What follows belongs to an exercise in optimizing a design on an open flow for a short achievable clock period and few clock cycles; a production flow would make more cautious choices.
Function was checked by simulation only, so behaviour that the tests miss may differ from the original.
Power is estimated from default activity; no workload was simulated.

<file path="flow/run.sh">
#!/bin/bash
# synth_recipe.tcl (not shown) runs the flow's synth.tcl, then flattens the netlist and writes it again
# the make line also repeats each setting of config.mk as NAME=value (left out here)
make -C /OpenROAD-flow-scripts/flow DESIGN_CONFIG=/design/flow/config.mk WORK_HOME=/design/flow/orfs CLKGATE_MAP_FILE= SYNTH_SCRIPT=/design/flow/synth_recipe.tcl finish
</file>
<file path="flow/constraint.sdc">
create_clock -name core_clock -period 6.5 [get_ports {clock}]
set_input_delay 1.3000 -clock core_clock [delete_from_list [all_inputs] [get_ports {clock}]]
set_output_delay 1.3000 -clock core_clock [all_outputs]
set_load 0.01 [all_outputs]
</file>
<file path="flow/design.v">
module CombinedCUnDP(input [7:0]dataIn, input clock, input reset, input enter,
		  input progWe, input [4:0]progAddr, input [7:0]progData,
		  output [7:0]dataOut, output Halt, output wire [2:0]IR);
	localparam LOAD = 3'd0, STORE = 3'd1, ADD = 3'd2, SUB = 3'd3,
	           IN = 3'd4, JZ = 3'd5, JPOS = 3'd6, HALT = 3'd7;
	reg [255:0] mem;	 
	reg [7:0] A;
	reg [4:0] P;
	reg [7:0] i0, i1;
	reg       halt_q;
	reg       primed;	 
	reg       rs;		 
	wire valid = primed | ~rs;
	wire [2:0] op0 = i0[7:5];
	wire [4:0] a0  = i0[4:0];
	wire [2:0] op1 = i1[7:5];
	wire [4:0] a1  = i1[4:0];
	wire [4:0] P1  = P + 5'd1;
	wire [4:0] P2  = P + 5'd2;
	wire [4:0] P3  = P + 5'd3;
	wire [255:0] mem1 = {mem[7:0], mem[255:8]};
	wire [255:0] mem2 = {mem[15:0], mem[255:16]};
	wire [255:0] mem3 = {mem[23:0], mem[255:24]};
	function [7:0] rd(input [255:0] m, input [4:0] a);
		rd = m[8*a +: 8];
	endfunction
	function [7:0] add8(input [7:0] x, input [7:0] y, input ci);
		reg [7:0] g, p, gg, pp, gn, pn;
		reg [8:0] c;
		integer k, d;
		begin
			g = x & y;
			p = x ^ y;
			gg = g;
			pp = p;
			for (d = 1; d < 8; d = d * 2) begin
				gn = gg;
				pn = pp;
				for (k = d; k < 8; k = k + 1) begin
					gn[k] = gg[k] | (pp[k] & gg[k-d]);
					pn[k] = pp[k] & pp[k-d];
				end
				gg = gn;
				pp = pn;
			end
			c[0] = ci;
			for (k = 0; k < 8; k = k + 1)
				c[k+1] = gg[k] | (pp[k] & ci);
			add8 = p ^ c[7:0];
		end
	endfunction
	wire [7:0] m_a0  = rd(mem,  a0);
	wire [7:0] m_a0n = rd(mem1, a0);
	wire [7:0] m_a1  = rd(mem,  a1);
	wire [7:0] m_a1n = rd(mem1, a1);
	wire [7:0] m_p2  = rd(mem2, P);
	wire [7:0] m_p3  = rd(mem3, P);
	wire Az = A == 8'd0;
	wire Ap = ~A[7];
	wire c0 = (op0 == JZ & Az) | (op0 == JPOS & Ap);
	wire c1 = (op1 == JZ & Az) | (op1 == JPOS & Ap);
	wire br0 = op0 == JZ | op0 == JPOS;
	wire br1 = op1 == JZ | op1 == JPOS;
	wire rd1 = op1 == LOAD | op1 == ADD | op1 == SUB;
	wire hold0 = op0 == STORE & ~primed;
	wire take0 = valid & c0;
	wire stall = valid & (op0 == HALT | (op0 == IN & ~enter) | hold0);
	wire pairOK =
		(op0 == STORE & primed & a0 != P1 & ((rd1 & a1 != a0) | op1 == STORE | br1)) |
		(br0 & ~c0 & (rd1 | op1 == STORE | br1)) |
		(op0 == LOAD & rd1);
	wire dual  = valid & pairOK;
	wire take1 = dual & c1;
	wire st0 = valid & primed & op0 == STORE;
	wire st1 = dual & op1 == STORE;
	function [7:0] fw(input [7:0] w, input [4:0] wa);
		fw = ((st0 & a0 == wa) | (st1 & a1 == wa)) ? A : w;
	endfunction
	reg [7:0] n0, n1;
	reg [4:0] nP;
	always @(*) begin
		if (take0) begin
			n0 = m_a0; n1 = m_a0n; nP = a0;
		end else if (take1) begin
			n0 = fw(m_a1, a1); n1 = fw(m_a1n, a1 + 5'd1); nP = a1;
		end else if (dual) begin
			n0 = fw(m_p2, P2); n1 = fw(m_p3, P3); nP = P2;
		end else begin
			n0 = fw(i1, P1); n1 = fw(m_p2, P2); nP = P1;
		end
	end
	wire [7:0] r0run = stall ? i0 : n0;
	wire [7:0] r1run = stall ? i1 : n1;
	wire [7:0] w0 = (progWe && progAddr == 5'd0) ? progData : mem[7:0];
	wire [7:0] w1 = (progWe && progAddr == 5'd1) ? progData : mem[15:8];
	always @(posedge clock) begin
		rs <= reset;
		if (~reset | ~valid) begin
			i0 <= w0;
			i1 <= w1;
		end else begin
			i0 <= r0run;
			i1 <= r1run;
		end
	end
	wire sgl = ~dual;
	wire [7:0] nA =
		({8{sgl & op0 == LOAD}} & m_a0) |
		({8{sgl & op0 == ADD}} & add8(A, m_a0, 1'b0)) |
		({8{sgl & op0 == SUB}} & add8(A, ~m_a0, 1'b1)) |
		({8{sgl & op0 == IN}} & dataIn) |
		({8{dual & op1 == LOAD}} & m_a1) |
		({8{dual & op0 != LOAD & op1 == ADD}} & add8(A, m_a1, 1'b0)) |
		({8{dual & op0 != LOAD & op1 == SUB}} & add8(A, ~m_a1, 1'b1)) |
		({8{dual & op0 == LOAD & op1 == ADD}} & add8(m_a0, m_a1, 1'b0)) |
		({8{dual & op0 == LOAD & op1 == SUB}} & add8(m_a0, ~m_a1, 1'b1));
	wire ldA = valid & (sgl ? (op0 == LOAD | op0 == ADD | op0 == SUB | (op0 == IN & enter)) : rd1);
	always @(posedge clock, negedge reset)
		if (~reset) begin
			A <= 8'd0;
			P <= 5'd0;
			halt_q <= 1'b0;
			primed <= 1'b0;
		end else begin
			primed <= 1'b1;
			halt_q <= r0run[7:5] == HALT;
			if (valid & ~stall)
				P <= nP;
			if (ldA)
				A <= nA;
		end
	integer i;
	always @(posedge clock)
		for (i = 0; i < 32; i = i + 1)
			if (progWe && progAddr == i)
				mem[8*i +: 8] <= progData;
			else if ((st0 && a0 == i) || (st1 && a1 == i))
				mem[8*i +: 8] <= A;
	assign dataOut = A;
	assign Halt = halt_q;
	assign IR = op0;
endmodule
</file>
<file path="flow/config.mk">
export PLATFORM = sky130hd
export DESIGN_NAME = CombinedCUnDP
export DESIGN_NICKNAME = CombinedCUnDP
export VERILOG_FILES = /design/flow/design.v
export SDC_FILE = /design/flow/constraint.sdc
export NUM_CORES = 4
export LEC_CHECK = 0
export ABC_CLOCK_PERIOD_IN_PS = 1500
export CAP_MARGIN = 20
export CORE_MARGIN = 2
export CORE_UTILIZATION = 25
export PLACE_DENSITY = 0.45
export SETUP_SLACK_MARGIN = 4.0
export SLEW_MARGIN = 20
</file>
==> impl_results.md <==
* Status: no timing/DRC/antenna violations
* Cell Area, Synth at 28,800 sq um
* Crit share post-route at 63.4%
* CTS Root Cell: clkbuf_16
* IO Port Bufs at 36
* Worst-path maximum fanout at 5
* Layout area overhead at 32.1%
* Die area at 118,000 sq um
* Syn nets at 2,510
* Boundary Pins at 37
* Min cycle time layout at 4.12 ns
* Worst Path Arrival at 4.63 ns
* Worst setup EP type: register
* CP Data Required Time at 7.00 ns
* Total gr overflow at 0
* DR iter-0 viols at 3,850
* Setup ws final at 2.38 ns
* ANT nets after route at 0
* Post-synth EDFFs at 269
* Power Density at 553 nW/um^2
* H-tree levels at 2
* Setup TNS at 0 ns
* Min-delay src: P[3]$_DFFE_PN0P_
* Hold crit path type: register to register
* Crit-path cells: buf_12 > buf_12 > mux4_2 > mux4_2 > mux2i_4 > inv_4 > buf_12 > ha_4 > fa_2 > nand2b_1 > a21oi_1 > nor2_1 > o21bai_1 > a211oi_2 > nor3_1 > nand3b_1 > a31oi_2
* Async SR Flop Fraction at 5.21%
* Commonest cells in the netlist: mux4_2 (420), nand2_1 (281), edfxtp_1 (269), o21ai_0 (214), nor2_1 (121)
* Row count at 124
* CTS tree: yes
* Nets at 2,726
* Place WS at 1.70 ns
* Via count at 26,600
* Unrepaired setup endpoints after global routing: true
* Share of layout cells above drive strength 1 at 46.8%
* FMAX at 243 MHz
* Yosys reg bits at 288
* Max-slew headroom at 27.4%
* Worst Max-Slew Pin Slew at 1.08 ns
* Hold Fails Final Rpt at 0
* VDD IR max at 218 uV
* Filler Cell Count at 11,200
* Cell mode on critical path: buf_12
* Clock Pin Slew Worst Setup and Hold Paths at 0.07 ns
* Reg-to-reg endpoint: A[6]$_DFFE_PN0P_
* Synth Instances at 2,425
* Post-synth top area share at 32.9%
* Vias in the first global route at 25,100
* Sequential fraction of the synthesis area at 29.7%
* Worst R2R Start: i1[0]$_DFFE_PP_
* Static Leak at 12.9 nW
* Die width at 343 microns
* PnR Total Power at 21.0 mW
* Largest net degree at the start of global routing at 46
* Area leader, netlist: mux4_2
* First-pass GRT wire length at 206 mm
* Post-DR wirelength/cell at 36.1 microns
* Skew-Pair Late Insertion Delay at 0.62 ns
* Synth cell types at 84
* Critical Path Start Type: register
* Routability cong. at 0.918
* YS warnings at 1
* Core area at 114,000 sq um
* Dominant cells by area after synthesis: mux4_2 (33%), edfxtp_1 (28%), mux2_2 (4.4%)
* WL final at 151 mm
* CTS Hold Bufs at 0
* WS Path Type: register to register
* Buf/Inv on CP at 4
* Die H at 343 microns
* Final setup violation count at 0
* Fin Clk Skew at 0.0256 ns
* Max-cap viol count at 0
* Critical Path Max Stage Delay at 0.58 ns
* Bufs on Longest Clock Path at 3
* DP HPWL at 95.1 mm
* GRT Overall Usage at 24.7%
* Slew Limit Fails at 0
* CP top delay family: multiplexers
* Clk sink count at 288
* Vias per cell at 6.36
* Count leader, synth: mux4_2
* Slowest cell on crit path: mux4_2
* Hold Path Sink: P[3]$_DFFE_PN0P_
* Placed instance count at 3,813
* Total CTS buffers at 39
* Drt first pass iters at 6
* Initial Util at 25.2%
* Top FF cell, synth: edfxtp_1
* Flop2flop setup slack at 2.38 ns
* Antenna violations before repair at 8
* Non-Filler Instances at 4,186
* WHS Path Cells at 2
* DRC at 0
* Cells on worst reg2reg path at 17
* Avg Inst Size Synth at 11.9 sq um
-- per-stage QoR --
stage	area, sq um	util [%]	hold WS [ns]
after global placement	31400	27.5	0.774
after detailed placement	31400	27.5	0.770
after global routing	38000	33.3	0.743
final	38000	33.3	0.713
after floorplan	30100	-	0.685
after CTS	37000	32.4	0.708
-- worst max path at each step --
stage | from | endpoint | depth (start not counted)
after detailed placement | i1[1]$_DFFE_PP_ | A[4]$_DFFE_PN0P_ | 14
after CTS | i1[0]$_DFFE_PP_ | A[4]$_DFFE_PN0P_ | 15
after global placement | i1[1]$_DFFE_PP_ | A[4]$_DFFE_PN0P_ | 14
after global routing | i0[1]$_DFFE_PP_ | A[7]$_DFFE_PN0P_ | 16
after floorplan | i1[1]$_DFFE_PP_ | A[7]$_DFFE_PN0P_ | 18
final | i1[0]$_DFFE_PP_ | A[6]$_DFFE_PN0P_ | 17
-- what timing repair did --
action,CTS,global route
gates resized for setup,365,98
pin swaps,84,47
setup endpoints to repair,567,416
hold endpoints to repair,0,0
gates cloned,21,10
buffers inserted,224,43
-- cell type report --
cell class | count | area [sq um] | share of cell area, %
antenna | 4 | 10.0 | 0.0264
clock buffer | 45 | 998 | 2.63
clock inverter | 25 | 317 | 0.833
inverter | 52 | 240 | 0.632
multi-input combinational | 1851 | 20700 | 54.6
sequential | 288 | 8570 | 22.6
tap | 1512 | 1890 | 4.98
timing repair buffer | 409 | 5210 | 13.7
-- layer usage --
layer  global-route usage (%)  part of all wire [%]  up-vias
met5                        0                 0.075        -
met4                     12.1                   6.2       12
met3                     8.47                    14      486
met2                     36.4                    43     2299
met1                     32.3                    37    13500
li1                         -                     -    10300
-- tightest hold or removal path, cell delays in order (launching register included) --
cell	delay [ns]
dfrtp_2	0.52
nand2_1	0.10
o31ai_1	0.06
-- power breakdown --
group / switching, mW / internal [mW]
sequential: 0.267 / 2.46
combinational: 8.38 / 7.55
clock: 0.994 / 1.35
-- sequential cells by signal, indices dropped and copies added, names as in the netlist --
register and cells:
A 8, P 5, halt_q 1, i0 8, i1 8, mem 256
primed 1, rs 1
-- logic make-up (layout without fill, tap and decap cells) --
logic type	count (synthesis)	after routing	share of synthesized area, %
other cells	1	5	0.0130
simple gates	583	585	9.07
compound gates	517	517	11.3
xor+xnor	61	61	1.98
mux	627	627	40.6
flops	288	288	29.7
fa+ha+maj	60	60	2.69
buf+inv	288	531	4.73
-- layout by cell type, fill, tap and decap left out, drive strengths merged, types with 33 or more instances in the layout --
master,count
mux4,420
buf,365
nand2,283
edfxtp,269
o21ai,228
nor2,121
mux2,114
mux2i,93
a21oi,80
clkbuf,58
ha,57
inv,45
xnor2,38
nor3,35
nand3,33
Testbench counts, summed over its fixed seeds: cycles 24,098.

[port drivers added, routing unchanged]
In the flow no input, the clock included, has a driving cell. The finished layout below was timed again as built, in two steps. Step 1: set_driving_cell puts a clkbuf_16 on clock and a buf_2 on each other input, an assumption about the parent block. Step 2 times the ports against the registers' clock, not the clock port: input delays grow and output delays shrink by t, the midpoint of the rising clock arrivals with the driver on. a / b / c = ideal / step 1 / step 2; a / b = the first two.
t (ns): 0.688
slack for setup (ns): 2.378 / 2.378 / 2.378
worst setup path after step 2: register to register
After both steps setup and hold are still met in this run. The setup slack of this run moves by 0.000 ns with the drivers and by 0.000 ns with both steps.
